This is an optimization exercise on Yosys and OpenROAD, whose aim is small area, not a production implementation.
In this exercise RTL edits were held to simulation tests only and were not proved equivalent to the original.

==> run G <==
==> flow/design.v (excerpt) <==
module gaussian_blur (
  input  logic        clk,
  input  logic        rst_n,
  input  logic [7:0]  pixel_in,
  input  logic        pixel_vld,
  output logic [7:0]  pixel_out,
  output logic        pixel_vld_out
);
  localparam int IMG_W = 32;
  localparam int IMG_H = 24;
  logic [7:0] w00, w01, w02;
  logic [7:0] w10, w11, w12;
  logic [7:0] w20, w21, w22;
  /*verilator lint_off WIDTHEXPAND*/
  window_gen #(
    .DATA_W(8),
    .IMG_W (IMG_W)
  ) win0 (
    .clk       (clk),
    .rst_n     (rst_n),
    .pixel_in  (pixel_in),
    .pixel_vld (pixel_vld),
    .w00       (w00), .w01(w01), .w02(w02),
    .w10       (w10), .w11(w11), .w12(w12),
    .w20       (w20), .w21(w21), .w22(w22)
  );
  /*verilator lint_on WIDTHEXPAND*/
  logic [15:0] mac_sum;
  always_comb begin
    mac_sum = {{8{1'b0}}, w00}       + ({{8{1'b0}}, w01} << 1) + {{8{1'b0}}, w02}
  ...
==> module window_gen, before the edit <==
module window_gen #(
    parameter int DATA_W = 8,
    parameter int IMG_W  = 32
)(
    input  logic                 clk,
    input  logic                 rst_n,        
    input  logic                 pixel_vld,    
    input  logic [DATA_W-1:0]    pixel_in,     
    output logic [DATA_W-1:0]    w00, w01, w02,   
    output logic [DATA_W-1:0]    w10, w11, w12,   
    output logic [DATA_W-1:0]    w20, w21, w22    
);
    logic [DATA_W-1:0] linebuf1 [0:IMG_W-1];  
    logic [DATA_W-1:0] linebuf2 [0:IMG_W-1];  
    logic [$clog2(IMG_W)-1:0] col;
    logic [DATA_W-1:0] shift2 [0:2];  
    logic [DATA_W-1:0] shift1 [0:2];  
    logic [DATA_W-1:0] shift0 [0:2];  
    always_ff @(posedge clk or negedge rst_n) begin
        if (!rst_n) begin
            col <= '0;
            for (int i = 0; i < 3; i++) begin
                shift2[i] <= '0;
                shift1[i] <= '0;
                shift0[i] <= '0;
            end
        end else if (pixel_vld) begin
            shift2[2] <= shift2[1];
            shift2[1] <= shift2[0];
            shift2[0] <= pixel_in;
            shift1[2] <= shift1[1];
            shift1[1] <= shift1[0];
            shift1[0] <= linebuf1[col];
            shift0[2] <= shift0[1];
            shift0[1] <= shift0[0];
            shift0[0] <= linebuf2[col];
            linebuf2[col] <= linebuf1[col];
            linebuf1[col] <= pixel_in;
            /*verilator lint_off WIDTHEXPAND*/
            col <= (col == IMG_W-1) ? '0 : col + 1;
            /*verilator lint_on WIDTHEXPAND*/
        end
    end
    assign { w00, w01, w02 } = { shift0[2], shift0[1], shift0[0] };
    assign { w10, w11, w12 } = { shift1[2], shift1[1], shift1[0] };
    assign { w20, w21, w22 } = { shift2[2], shift2[1], shift2[0] };
endmodule
==> module gaussian_blur, before the edit <==
module gaussian_blur (
  input  logic        clk,
  input  logic        rst_n,
  input  logic [7:0]  pixel_in,
  input  logic        pixel_vld,
  output logic [7:0]  pixel_out,
  output logic        pixel_vld_out
);
  localparam int IMG_W = 32;
  localparam int IMG_H = 24;
  logic [7:0] w00, w01, w02;
  logic [7:0] w10, w11, w12;
  logic [7:0] w20, w21, w22;
  /*verilator lint_off WIDTHEXPAND*/
  window_gen #(
    .DATA_W(8),
    .IMG_W (IMG_W)
  ) win0 (
    .clk       (clk),
    .rst_n     (rst_n),
    .pixel_in  (pixel_in),
    .pixel_vld (pixel_vld),
    .w00       (w00), .w01(w01), .w02(w02),
    .w10       (w10), .w11(w11), .w12(w12),
    .w20       (w20), .w21(w21), .w22(w22)
  );
  /*verilator lint_on WIDTHEXPAND*/
  logic [15:0] mac_sum;
  always_comb begin
    mac_sum = {{8{1'b0}}, w00}       + ({{8{1'b0}}, w01} << 1) + {{8{1'b0}}, w02}
            + ({{8{1'b0}}, w10} << 1) + ({{8{1'b0}}, w11} << 2) + ({{8{1'b0}}, w12} << 1)
            + {{8{1'b0}}, w20}       + ({{8{1'b0}}, w21} << 1) + {{8{1'b0}}, w22};
  end
  logic [1:0] vld_pipe;
  always_ff @(posedge clk or negedge rst_n) begin
    if (!rst_n)
      vld_pipe <= 2'b0;
    else
      vld_pipe <= {vld_pipe[0], pixel_vld};
  end
  logic [1:0] row0_pipe;
  always_ff @(posedge clk or negedge rst_n) begin
    if (!rst_n)
      row0_pipe <= 2'b0;
    else
      row0_pipe <= {row0_pipe[0], (row_cnt == 0)};
  end
  logic [$clog2(IMG_W)-1:0] col_cnt;
  logic [$clog2(IMG_H)-1:0] row_cnt;
  always_ff @(posedge clk or negedge rst_n) begin
    if (!rst_n) begin
      col_cnt <= '0;
      row_cnt <= '0;
    end else if (pixel_vld) begin
      /*verilator lint_off WIDTHEXPAND*/
      if (col_cnt == IMG_W-1) begin
        col_cnt <= '0;
        row_cnt <= (row_cnt == IMG_H-1) ? '0 : row_cnt + 1;
      end else begin
        col_cnt <= col_cnt + 1;
      end
      /*verilator lint_on WIDTHEXPAND*/
    end
  end
  always_ff @(posedge clk or negedge rst_n) begin
    if (!rst_n) begin
      pixel_out     <= '0;
      pixel_vld_out <= 1'b0;
    end else begin
      /*verilator lint_off WIDTHTRUNC*/
      if (row0_pipe[1]) begin
        pixel_out <= mac_sum[9:2];    
      end else begin
        pixel_out <= mac_sum[11:4];   
      end
      /*verilator lint_on WIDTHTRUNC*/
      pixel_vld_out <= vld_pipe[1];
    end
  end
endmodule
export LEC_CHECK = 0
export CAP_MARGIN = 20
export CORE_MARGIN = 2
export CORE_UTILIZATION = 40
export SLEW_MARGIN = 20
create_clock -name core_clock -period 5.0 [get_ports {clk}]
run.sh (not shown) runs the stock make flow with config.mk's settings and CLKGATE_MAP_FILE= SYNTH_SCRIPT=/design/flow/synth_recipe.tcl, a recipe that flattens the netlist after the stock synthesis.
==> inputs of run Y, as changes to run G <==
==> flow/design.v (replaced) <==
module window_gen #(
    parameter int DATA_W = 8,
    parameter int IMG_W  = 32
)(
    input  logic              clk,
    input  logic              pixel_vld,
    input  logic [DATA_W-1:0] pixel_in,
    output logic [DATA_W-1:0] tap32,
    output logic [DATA_W-1:0] tap64
);
    logic [DATA_W-1:0] sr [0:2*IMG_W-1];
    always_ff @(posedge clk) begin
        if (pixel_vld) begin
            sr[0] <= pixel_in;
            for (int i = 1; i < 2*IMG_W; i++)
                sr[i] <= sr[i-1];
        end
    end
    assign tap32 = sr[IMG_W-1];
    assign tap64 = sr[2*IMG_W-1];
endmodule
module gaussian_blur (
  input  logic        clk,
  input  logic        rst_n,
  input  logic [7:0]  pixel_in,
  input  logic        pixel_vld,
  output logic [7:0]  pixel_out,
  output logic        pixel_vld_out
);
  localparam int IMG_W = 32;
  localparam int IMG_H = 24;
  logic [7:0] tap32, tap64;
  window_gen #(.DATA_W(8), .IMG_W(IMG_W)) win0 (
    .clk      (clk),
    .pixel_vld(pixel_vld),
    .pixel_in (pixel_in),
    .tap32    (tap32),
    .tap64    (tap64)
  );
  logic [8:0]  cs_s;
  logic [9:0]  cs_c;
  logic [10:0] rc0;
  logic [9:0]  vin;
  assign cs_s[0] = tap64[0] ^ pixel_in[0];
  assign cs_c[0] = 1'b0;
  assign cs_c[1] = tap64[0] & pixel_in[0];
  for (genvar i = 1; i < 8; i++) begin : g_csa0
    assign {cs_c[i+1], cs_s[i]} = tap64[i] + pixel_in[i] + tap32[i-1];
  end
  assign cs_s[8] = tap32[7];
  assign cs_c[9] = 1'b0;
  assign rc0[0] = 1'b0;
  for (genvar i = 0; i < 10; i++) begin : g_cpa0
    logic a;
    assign a = (i < 9) ? cs_s[i] : 1'b0;
    assign {rc0[i+1], vin[i]} = a + cs_c[i] + rc0[i];
  end
  logic [9:0] v0, v1, v2;
  always_ff @(posedge clk) begin
    if (pixel_vld) begin
      v0 <= vin;
      v1 <= v0;
      v2 <= v1;
    end
  end
  logic [11:0] sum;
  logic [10:0] ss_s;
  logic [11:0] ss_c;
  logic [12:0] rc1;
  assign ss_s[0] = v2[0] ^ v0[0];
  assign ss_c[0] = 1'b0;
  assign ss_c[1] = v2[0] & v0[0];
  for (genvar i = 1; i < 10; i++) begin : g_csa1
    assign {ss_c[i+1], ss_s[i]} = v2[i] + v0[i] + v1[i-1];
  end
  assign ss_s[10] = v1[9];
  assign ss_c[11] = 1'b0;
  assign rc1[0] = 1'b0;
  for (genvar i = 0; i < 12; i++) begin : g_cpa1
    logic a;
    assign a = (i < 11) ? ss_s[i] : 1'b0;
    assign {rc1[i+1], sum[i]} = a + ss_c[i] + rc1[i];
  end
  logic [1:0] vld_pipe;
  always_ff @(posedge clk or negedge rst_n) begin
    if (!rst_n) begin
      vld_pipe      <= 2'b0;
      pixel_vld_out <= 1'b0;
    end else begin
      vld_pipe      <= {vld_pipe[0], pixel_vld};
      pixel_vld_out <= vld_pipe[1];
    end
  end
  logic [$clog2(IMG_W)-1:0] col_cnt;
  logic [$clog2(IMG_H)-1:0] row_cnt;
  always_ff @(posedge clk or negedge rst_n) begin
    if (!rst_n) begin
      col_cnt <= '0;
      row_cnt <= '0;
    end else if (vld_pipe[1]) begin
      col_cnt <= col_cnt + 1'b1;
      if (&col_cnt)
        row_cnt <= (row_cnt == 5'(IMG_H-1)) ? '0 : row_cnt + 1'b1;
    end
  end
  always_ff @(posedge clk) begin
    if (row_cnt == 0)
      pixel_out <= sum[9:2];
    else
      pixel_out <= sum[11:4];
  end
endmodule
==> flow/flow/run.sh (new file) <==
#!/bin/bash
# Own layout flow: the standard ORFS flow with smaller port buffers and a
# leaner clock tree (no dummy clock loads). Each tool's output goes to its own
# log in the work folder.
set -euo pipefail
export BUFFER_PORTS_ARGS="-buffer_cell sky130_fd_sc_hd__buf_1"
export CTS_ARGS="-sink_clustering_enable -repair_clock_nets -buf_list sky130_fd_sc_hd__clkbuf_8 -sink_clustering_size 20 -sink_clustering_max_diameter 60 -dont_use_dummy_load"
bash standard.sh > standard.log 2>&1
==> flow/standard.sh (new file) <==
#!/bin/bash
# synth_recipe.tcl (not shown) runs the flow's synth.tcl, then flattens the netlist and writes it again
# the make line also repeats each setting of config.mk as NAME=value (left out here)
make -C /OpenROAD-flow-scripts/flow DESIGN_CONFIG=/design/flow/config.mk WORK_HOME=/design/flow/orfs CLKGATE_MAP_FILE= SYNTH_SCRIPT=/design/flow/synth_recipe.tcl "${@:-finish}"
CTS_BUF_LIST = sky130_fd_sc_hd__clkbuf_8   (was default)
CTS_CLUSTER_DIAMETER = 60   (was default)
CTS_CLUSTER_SIZE = 20   (was default)
removed: flow/run.sh
==> comparison table <==
quantity	run Y	run G
Routed length per instance	15.79 um	29.95 um
Count of unique library cells instantiated by Yosys	20	78
Placed cell count	1261	2545
Slowest Stage Delay on Critical Path	0.50 ns	0.54 ns
Storage element area	16760 um2	17890 um2
Run status	timing/DRC/antenna clean	timing/DRC/antenna clean
GR Layer Usage met3	2.166%	5.693%
Maximum number of pins on one net before global-route repair	122	66
Total setup buffers inserted after CTS	1	0
Cell Area, Synth	17800 um2	25650 um2
Capturing element of the worst setup path	pixel_out[6]$_DFF_P_	pixel_out[5]$_DFF_PN0_
Number of clock buffers in the layout	35	80
Share of cell area taken by muxes after synthesis	0.6959%	5.756%
Critical Path Most Common Cell	sky130_fd_sc_hd__fa_2	sky130_fd_sc_hd__fa_1
Clock root cell	sky130_fd_sc_hd__clkbuf_8	sky130_fd_sc_hd__clkbuf_16
Tap cells	592	846
Worst path buffer plus inverter count	0	4
Count of non-filler cells in the finished layout	1297	2660
Required time worst endpoint	5.46 ns	5.48 ns

afterwards: timing with drivers on the ports:
The flow's constraints put no driver on any port. The routed layouts listed below were extracted and timed again, unchanged, in two steps. Step 1: set_driving_cell puts a clkbuf_16 on clk and a buf_2 on each other input, an assumption about the parent block. Step 2 also shifts input and output timing later by t, the mid clock arrival at the registers, as if the neighbouring blocks saw the same clock. Slacks: no drivers / after step 1 / after step 2; pairs: no drivers / after step 1.
run | shift t [ns] | setup slack, ns | worst hold slack (ns) | worst slew at a driven data input, ns | cell pins on the clock port's net
run G | 0.657 | 0.550 / 0.550 / 0.550 | 0.298 / 0.273 / 0.349 | 0.05 | 1
run Y | 0.595 | 0.191 / 0.191 / -0.140 | 0.381 / 0.381 / 0.381 | 0.03 | 1
Met with ideal ports but missed after step 2: setup timing in run Y. For run Y, which loses most, drivers alone change the setup slack by 0.000 ns; drivers and shift together by -0.331 ns.
